Source: an optimization exercise on an open RTL-to-GDS flow (aim: small area). Production flows keep margins and buffers that such runs may drop. At most, simulation tests tie the RTL to the original design; equivalence was not proved.

==> inputs of build 30 <==
// lte_hw_acc_scrambler
module lte_hw_acc_scrambler #(
    parameter IN_DATA_WIDTH = 1
)
(
    input  logic                         clk,
    input  logic                         ce,
    input  logic                         rstn,
    input  logic [3:0]                   sfn,
    input [IN_DATA_WIDTH - 1 : 0]        s_data,
    input                                s_valid,
    output                               s_ready,
    input                                in_sof,
    input [7:0]                          in_lof,
    input [4:0]                          cfg_addr,
    input [30:0]                         cfg_data,
    input                                cfg_wr,
    output [IN_DATA_WIDTH - 1 : 0]       m_data,
    output                               m_valid,
    input                                m_ready,
    output                               out_sof,
    output [7:0]                         out_lof
);
    logic [19:0][30:0] cfg_reg;
    logic [30:0] x_data_1, x_data_2;
    logic [7:0]  counter;
    logic        processing;
    wire transfer = s_valid & m_ready;
    wire load     = transfer & in_sof;
    logic [9:0] dec;
    always_comb begin
        for (int k = 0; k < 8; k++)
            dec[k] = !sfn[3] && (sfn[2:0] == k[2:0]);
        dec[8] = sfn[3] & !sfn[0];
        dec[9] = sfn[3] &  sfn[0];
    end
    function automatic logic [30:0] rst_val(input int i);
        rst_val = (i % 2 == 0) ? 31'd1 : 31'((i >> 2) << 9);
    endfunction
    logic [19:0] we, keep;
    logic [19:0][30:0] cfg_nxt;
    always_comb begin
        for (int i = 0; i < 20; i++) begin
            we[i]   = rstn && cfg_wr && !processing && cfg_addr == i[4:0];
            keep[i] = rstn && !(cfg_wr && !processing && cfg_addr == i[4:0]);
        end
    end
    wire rst = !rstn;
    for (genvar i = 0; i < 20; i++) begin : g_cfg
        localparam logic [30:0] RV = rst_val(i);
        for (genvar b = 0; b < 31; b++) begin : g_b
            if (RV[b]) begin : g_one
  ...
==> module lte_scr_ao221, before the edit <==
module lte_scr_ao221 (
    input  logic a1, b1, a2, b2, c,
    output logic y
);
    assign y = (a1 & b1) | (a2 & b2) | c;
endmodule
==> module lte_hw_acc_scrambler, before the edit <==
module lte_hw_acc_scrambler #(
    parameter IN_DATA_WIDTH = 1
)
(
    input  logic                         clk,
    input  logic                         ce,
    input  logic                         rstn,
    input  logic [3:0]                   sfn,
    input [IN_DATA_WIDTH - 1 : 0]        s_data,
    input                                s_valid,
    output                               s_ready,
    input                                in_sof,
    input [7:0]                          in_lof,
    input [4:0]                          cfg_addr,
    input [30:0]                         cfg_data,
    input                                cfg_wr,
    output [IN_DATA_WIDTH - 1 : 0]       m_data,
    output                               m_valid,
    input                                m_ready,
    output                               out_sof,
    output [7:0]                         out_lof
);
    logic [19:0][30:0] cfg_reg;
    logic [30:0] x_data_1, x_data_2;
    logic [7:0]  counter;
    logic        processing;
    wire transfer = s_valid & m_ready;
    wire load     = transfer & in_sof;
    logic [9:0] dec;
    always_comb begin
        for (int k = 0; k < 8; k++)
            dec[k] = !sfn[3] && (sfn[2:0] == k[2:0]);
        dec[8] = sfn[3] & !sfn[0];
        dec[9] = sfn[3] &  sfn[0];
    end
    function automatic logic [30:0] rst_val(input int i);
        rst_val = (i % 2 == 0) ? 31'd1 : 31'((i >> 2) << 9);
    endfunction
    logic [19:0] we, keep;
    logic [19:0][30:0] cfg_nxt;
    always_comb begin
        for (int i = 0; i < 20; i++) begin
            we[i]   = rstn && cfg_wr && !processing && cfg_addr == i[4:0];
            keep[i] = rstn && !(cfg_wr && !processing && cfg_addr == i[4:0]);
        end
    end
    wire rst = !rstn;
    for (genvar i = 0; i < 20; i++) begin : g_cfg
        localparam logic [30:0] RV = rst_val(i);
        for (genvar b = 0; b < 31; b++) begin : g_b
            if (RV[b]) begin : g_one
                lte_scr_ao221 u_hold (
                    .a1(cfg_data[b]), .b1(we[i]), .a2(cfg_reg[i][b]), .b2(keep[i]),
                    .c(rst), .y(cfg_nxt[i][b]));
            end else begin : g_zero
                lte_scr_ao22 u_hold (
                    .a1(cfg_data[b]), .b1(we[i]), .a2(cfg_reg[i][b]), .b2(keep[i]),
                    .y(cfg_nxt[i][b]));
            end
        end
    end
    always_ff @(posedge clk)
        cfg_reg <= cfg_nxt;
    wire        go    = rstn & ce & transfer;
    wire        sel_a = go & in_sof;
    wire [9:0]  sel_l = dec & {10{sel_a}};
    wire        sel_s = go & !in_sof & processing;
    wire        sel_h = rstn & !(ce & transfer & (in_sof | processing));
    logic [3:0] rd1, rd2;
    for (genvar b = 0; b < 4; b++) begin : g_rd
        logic [9:0] c1, c2;
        for (genvar k = 0; k < 10; k++) begin : g_k
            assign c1[k] = cfg_reg[2*k][b];
            assign c2[k] = cfg_reg[2*k+1][b];
        end
        if (b == 0 || b == 3) begin : g_r1
            lte_scr_or10 u_r1 (.s(dec), .d(c1), .y(rd1[b]));
        end else begin : g_n1
            assign rd1[b] = 1'b0;    
        end
        lte_scr_or10 u_r2 (.s(dec), .d(c2), .y(rd2[b]));
    end
    wire [30:0] nx1, nx2;
    for (genvar b = 0; b < 3; b++) begin : g_lo
        logic t2;
        lte_scr_aoi222 u_2 (.a1(sel_a), .b1(rd2[b+1]), .a2(sel_s), .b2(x_data_2[b+1]),
                            .a3(sel_h), .b3(x_data_2[b]), .y(t2));
        assign nx2[b] = !t2;
    end
    logic t1;
    lte_scr_aoi222 u_lo1 (.a1(sel_a), .b1(rd1[3]), .a2(sel_s), .b2(x_data_1[3]),
                          .a3(sel_h), .b3(x_data_1[2]), .y(t1));
    assign nx1[2] = !t1;
    for (genvar b = 0; b < 30; b++) begin : g_hi
        logic [11:0] c1, c2;
        for (genvar k = 0; k < 10; k++) begin : g_k
            assign c1[k] = cfg_reg[2*k][b+1];
            assign c2[k] = cfg_reg[2*k+1][b+1];
        end
        assign c1[10] = x_data_1[b+1];
        assign c2[10] = x_data_2[b+1];
        assign c1[11] = x_data_1[b];
        assign c2[11] = x_data_2[b];
        if (b != 2) begin : g_1
            lte_scr_or12 u_1 (.s({sel_h, sel_s, sel_l}), .d(c1), .y(nx1[b]));
        end
        if (b >= 3) begin : g_2
            lte_scr_or12 u_2 (.s({sel_h, sel_s, sel_l}), .d(c2), .y(nx2[b]));
        end
    end
    wire fb1_l = rd1[0] ^ rd1[3];
    wire fb2_l = rd2[0] ^ rd2[1] ^ rd2[2] ^ rd2[3];
    wire fb1_s = x_data_1[0] ^ x_data_1[3];
    wire fb2_s = x_data_2[0] ^ x_data_2[1] ^ x_data_2[2] ^ x_data_2[3];
    logic f1, f2;
    lte_scr_aoi222 u_f1 (.a1(sel_a), .b1(fb1_l), .a2(sel_s), .b2(fb1_s),
                         .a3(sel_h), .b3(x_data_1[30]), .y(f1));
    lte_scr_aoi222 u_f2 (.a1(sel_a), .b1(fb2_l), .a2(sel_s), .b2(fb2_s),
                         .a3(sel_h), .b3(x_data_2[30]), .y(f2));
    assign nx1[30] = !f1;
    assign nx2[30] = !f2;
    always_ff @(posedge clk) begin
        x_data_1 <= nx1;
        x_data_2 <= nx2;
    end
    always_ff @(posedge clk) begin
        if (ce && transfer) begin
            if (in_sof)
                counter <= in_lof;
            else if (processing)
                counter <= counter - 8'd1;
        end
    end
    always_ff @(posedge clk) begin
        if (!rstn)
            processing <= 1'b0;
        else if (ce && transfer) begin
            if (in_sof)
                processing <= 1'b1;
            else if (processing && counter == 8'd2)
                processing <= 1'b0;
        end
    end
    wire e0 = load ? (rd1[0] ^ rd2[0]) : (x_data_1[0] ^ x_data_2[0]);
    assign m_data   = s_data ^ e0;
    assign s_ready  = m_ready;
    assign m_valid  = s_valid;
    assign out_lof  = in_lof;
    assign out_sof  = in_sof;
endmodule
clock: 3.6 ns
lec_check: 0
cap_margin: 20
core_margin: 2
core_utilization: 65
cts_buf_list: sky130_fd_sc_hd__clkbuf_16
cts_cluster_diameter: 60
cts_cluster_size: 30
gpl_timing_driven: 0
slew_margin: 20
synth_hierarchical: 1
synth_minimum_keep_size: 0
standard.sh (not shown) runs the stock make flow with config.mk's settings and CLKGATE_MAP_FILE= SYNTH_SCRIPT=/design/flow/synth_recipe.tcl, a recipe that flattens the netlist after the stock synthesis.
==> flow/flow/run.sh <==
#!/bin/bash
# Standard layout, with the smallest buffer on the ports.
export BUFFER_PORTS_ARGS="-buffer_cell sky130_fd_sc_hd__buf_1"
bash standard.sh > standard.log 2>&1
==> build 13: changes against build 30 <==
--- a/flow/design.v
+++ b/flow/design.v
@@ -5,10 +5,4 @@
 );
     assign y = (a1 & b1) | (a2 & b2);
-endmodule
-module lte_scr_ao221 (
-    input  logic a1, b1, a2, b2, c,
-    output logic y
-);
-    assign y = (a1 & b1) | (a2 & b2) | c;
 endmodule
 module lte_scr_aoi222 (
@@ -93,25 +87,21 @@
         rst_val = (i % 2 == 0) ? 31'd1 : 31'((i >> 2) << 9);
     endfunction
+    wire [30:0] dz = cfg_data & {31{rstn}};     
+    wire [30:0] d1 = cfg_data | {31{!rstn}};    
     logic [19:0] we, keep;
     logic [19:0][30:0] cfg_nxt;
     always_comb begin
         for (int i = 0; i < 20; i++) begin
-            we[i]   = rstn && cfg_wr && !processing && cfg_addr == i[4:0];
+            we[i]   = !rstn || (cfg_wr && !processing && cfg_addr == i[4:0]);
             keep[i] = rstn && !(cfg_wr && !processing && cfg_addr == i[4:0]);
         end
     end
-    wire rst = !rstn;
     for (genvar i = 0; i < 20; i++) begin : g_cfg
         localparam logic [30:0] RV = rst_val(i);
         for (genvar b = 0; b < 31; b++) begin : g_b
-            if (RV[b]) begin : g_one
-                lte_scr_ao221 u_hold (
-                    .a1(cfg_data[b]), .b1(we[i]), .a2(cfg_reg[i][b]), .b2(keep[i]),
-                    .c(rst), .y(cfg_nxt[i][b]));
-            end else begin : g_zero
-                lte_scr_ao22 u_hold (
-                    .a1(cfg_data[b]), .b1(we[i]), .a2(cfg_reg[i][b]), .b2(keep[i]),
-                    .y(cfg_nxt[i][b]));
-            end
+            lte_scr_ao22 u_hold (
+                .a1(RV[b] ? d1[b] : dz[b]), .b1(we[i]),
+                .a2(cfg_reg[i][b]), .b2(keep[i]),
+                .y(cfg_nxt[i][b]));
         end
     end
@@ -130,23 +120,18 @@
             assign c2[k] = cfg_reg[2*k+1][b];
         end
-        if (b == 0 || b == 3) begin : g_r1
-            lte_scr_or10 u_r1 (.s(dec), .d(c1), .y(rd1[b]));
-        end else begin : g_n1
-            assign rd1[b] = 1'b0;    
-        end
+        lte_scr_or10 u_r1 (.s(dec), .d(c1), .y(rd1[b]));
         lte_scr_or10 u_r2 (.s(dec), .d(c2), .y(rd2[b]));
     end
     wire [30:0] nx1, nx2;
     for (genvar b = 0; b < 3; b++) begin : g_lo
-        logic t2;
+        logic t1, t2;
+        lte_scr_aoi222 u_1 (.a1(sel_a), .b1(rd1[b+1]), .a2(sel_s), .b2(x_data_1[b+1]),
+                            .a3(sel_h), .b3(x_data_1[b]), .y(t1));
         lte_scr_aoi222 u_2 (.a1(sel_a), .b1(rd2[b+1]), .a2(sel_s), .b2(x_data_2[b+1]),
                             .a3(sel_h), .b3(x_data_2[b]), .y(t2));
+        assign nx1[b] = !t1;
         assign nx2[b] = !t2;
     end
-    logic t1;
-    lte_scr_aoi222 u_lo1 (.a1(sel_a), .b1(rd1[3]), .a2(sel_s), .b2(x_data_1[3]),
-                          .a3(sel_h), .b3(x_data_1[2]), .y(t1));
-    assign nx1[2] = !t1;
-    for (genvar b = 0; b < 30; b++) begin : g_hi
+    for (genvar b = 3; b < 30; b++) begin : g_hi
         logic [11:0] c1, c2;
         for (genvar k = 0; k < 10; k++) begin : g_k
@@ -158,10 +143,6 @@
         assign c1[11] = x_data_1[b];
         assign c2[11] = x_data_2[b];
-        if (b != 2) begin : g_1
-            lte_scr_or12 u_1 (.s({sel_h, sel_s, sel_l}), .d(c1), .y(nx1[b]));
-        end
-        if (b >= 3) begin : g_2
-            lte_scr_or12 u_2 (.s({sel_h, sel_s, sel_l}), .d(c2), .y(nx2[b]));
-        end
+        lte_scr_or12 u_1 (.s({sel_h, sel_s, sel_l}), .d(c1), .y(nx1[b]));
+        lte_scr_or12 u_2 (.s({sel_h, sel_s, sel_l}), .d(c2), .y(nx2[b]));
     end
     wire fb1_l = rd1[0] ^ rd1[3];
==> flow/run.sh (new file) <==
#!/bin/bash
# synth_recipe.tcl (not shown) runs the flow's synth.tcl, then flattens the netlist and writes it again
# the make line also repeats each setting of config.mk as NAME=value (left out here)
make -C /OpenROAD-flow-scripts/flow DESIGN_CONFIG=/design/flow/config.mk WORK_HOME=/design/flow/orfs CLKGATE_MAP_FILE= SYNTH_SCRIPT=/design/flow/synth_recipe.tcl finish
--- a/flow/config.mk
+++ b/flow/config.mk
@@ -8,9 +8,8 @@
 export CAP_MARGIN = 20
 export CORE_MARGIN = 2
-export CORE_UTILIZATION = 65
-export CTS_BUF_LIST = sky130_fd_sc_hd__clkbuf_16
-export CTS_CLUSTER_DIAMETER = 60
-export CTS_CLUSTER_SIZE = 30
-export GPL_TIMING_DRIVEN = 0
+export CORE_UTILIZATION = 45
+export CTS_BUF_LIST = sky130_fd_sc_hd__clkbuf_8
+export CTS_CLUSTER_DIAMETER = 40
+export CTS_CLUSTER_SIZE = 12
 export SLEW_MARGIN = 20
 export SYNTH_HIERARCHICAL = 1
removed: flow/flow/run.sh
removed: flow/standard.sh
==> results.ini <==
[grt]
grt_pass1_vias=19500

[run_status]
status=timing/DRC/antenna clean

[floorplanning]
core_area_mm2=0.0515
rows=83

[sta]
setup_violations=0

[power_and_ir_drop]
p_per_area_mw_per_mm2=592
p_seq_frac=0.503

[placement]
dp_hpwl_mm=43.6
routabilityCongestion=0.880

[routing]
drt_iter0_markers=3090

That was build 13.
==> results.ini <==
[run_status]
status=failed layout checks
failed_checks=negative setup slack

[placement]
routabilityCongestion=0.855
dp_hpwl_mm=51.8

[power_and_ir_drop]
p_per_area_mw_per_mm2=485
p_seq_frac=0.579

[grt]
grt_pass1_vias=20800

[sta]
layout_setup_ws_ns=-0.126
setup_violations=1

[floorplanning]
core_area_mm2=0.0354

That was build 30.
No functional check of the RTL was part of build 13.

what the ideal ports hide:
The results above use ideal ports. As a check the final layouts listed here were re-extracted and re-timed, cells and wires unchanged. Step 1, drivers: a clkbuf_16 drives clk and a buf_2 each remaining input, both assumed. Step 2, shift: input delay + t, output delay - t, t = (earliest + latest rising clock arrival at the registers) / 2. This alone moves slack from input paths to output paths. Slacks: ideal ports / drivers / drivers and shift; pairs: ideal ports / drivers.
| run | t (ns) | setup WS [ns] | clock arrival spread, ns | pins driven straight from the clock port |
|---|---|---|---|---|
| build 30 | 0.619 | -0.126 / -0.175 / -0.228 | 0.040 / 0.040 | 1 |
| build 13 | 0.744 | 0.194 / 0.169 / 0.169 | 0.037 / 0.037 | 1 |
For build 30, which loses most, drivers alone change the setup slack by -0.049 ns; drivers and shift together by -0.102 ns.
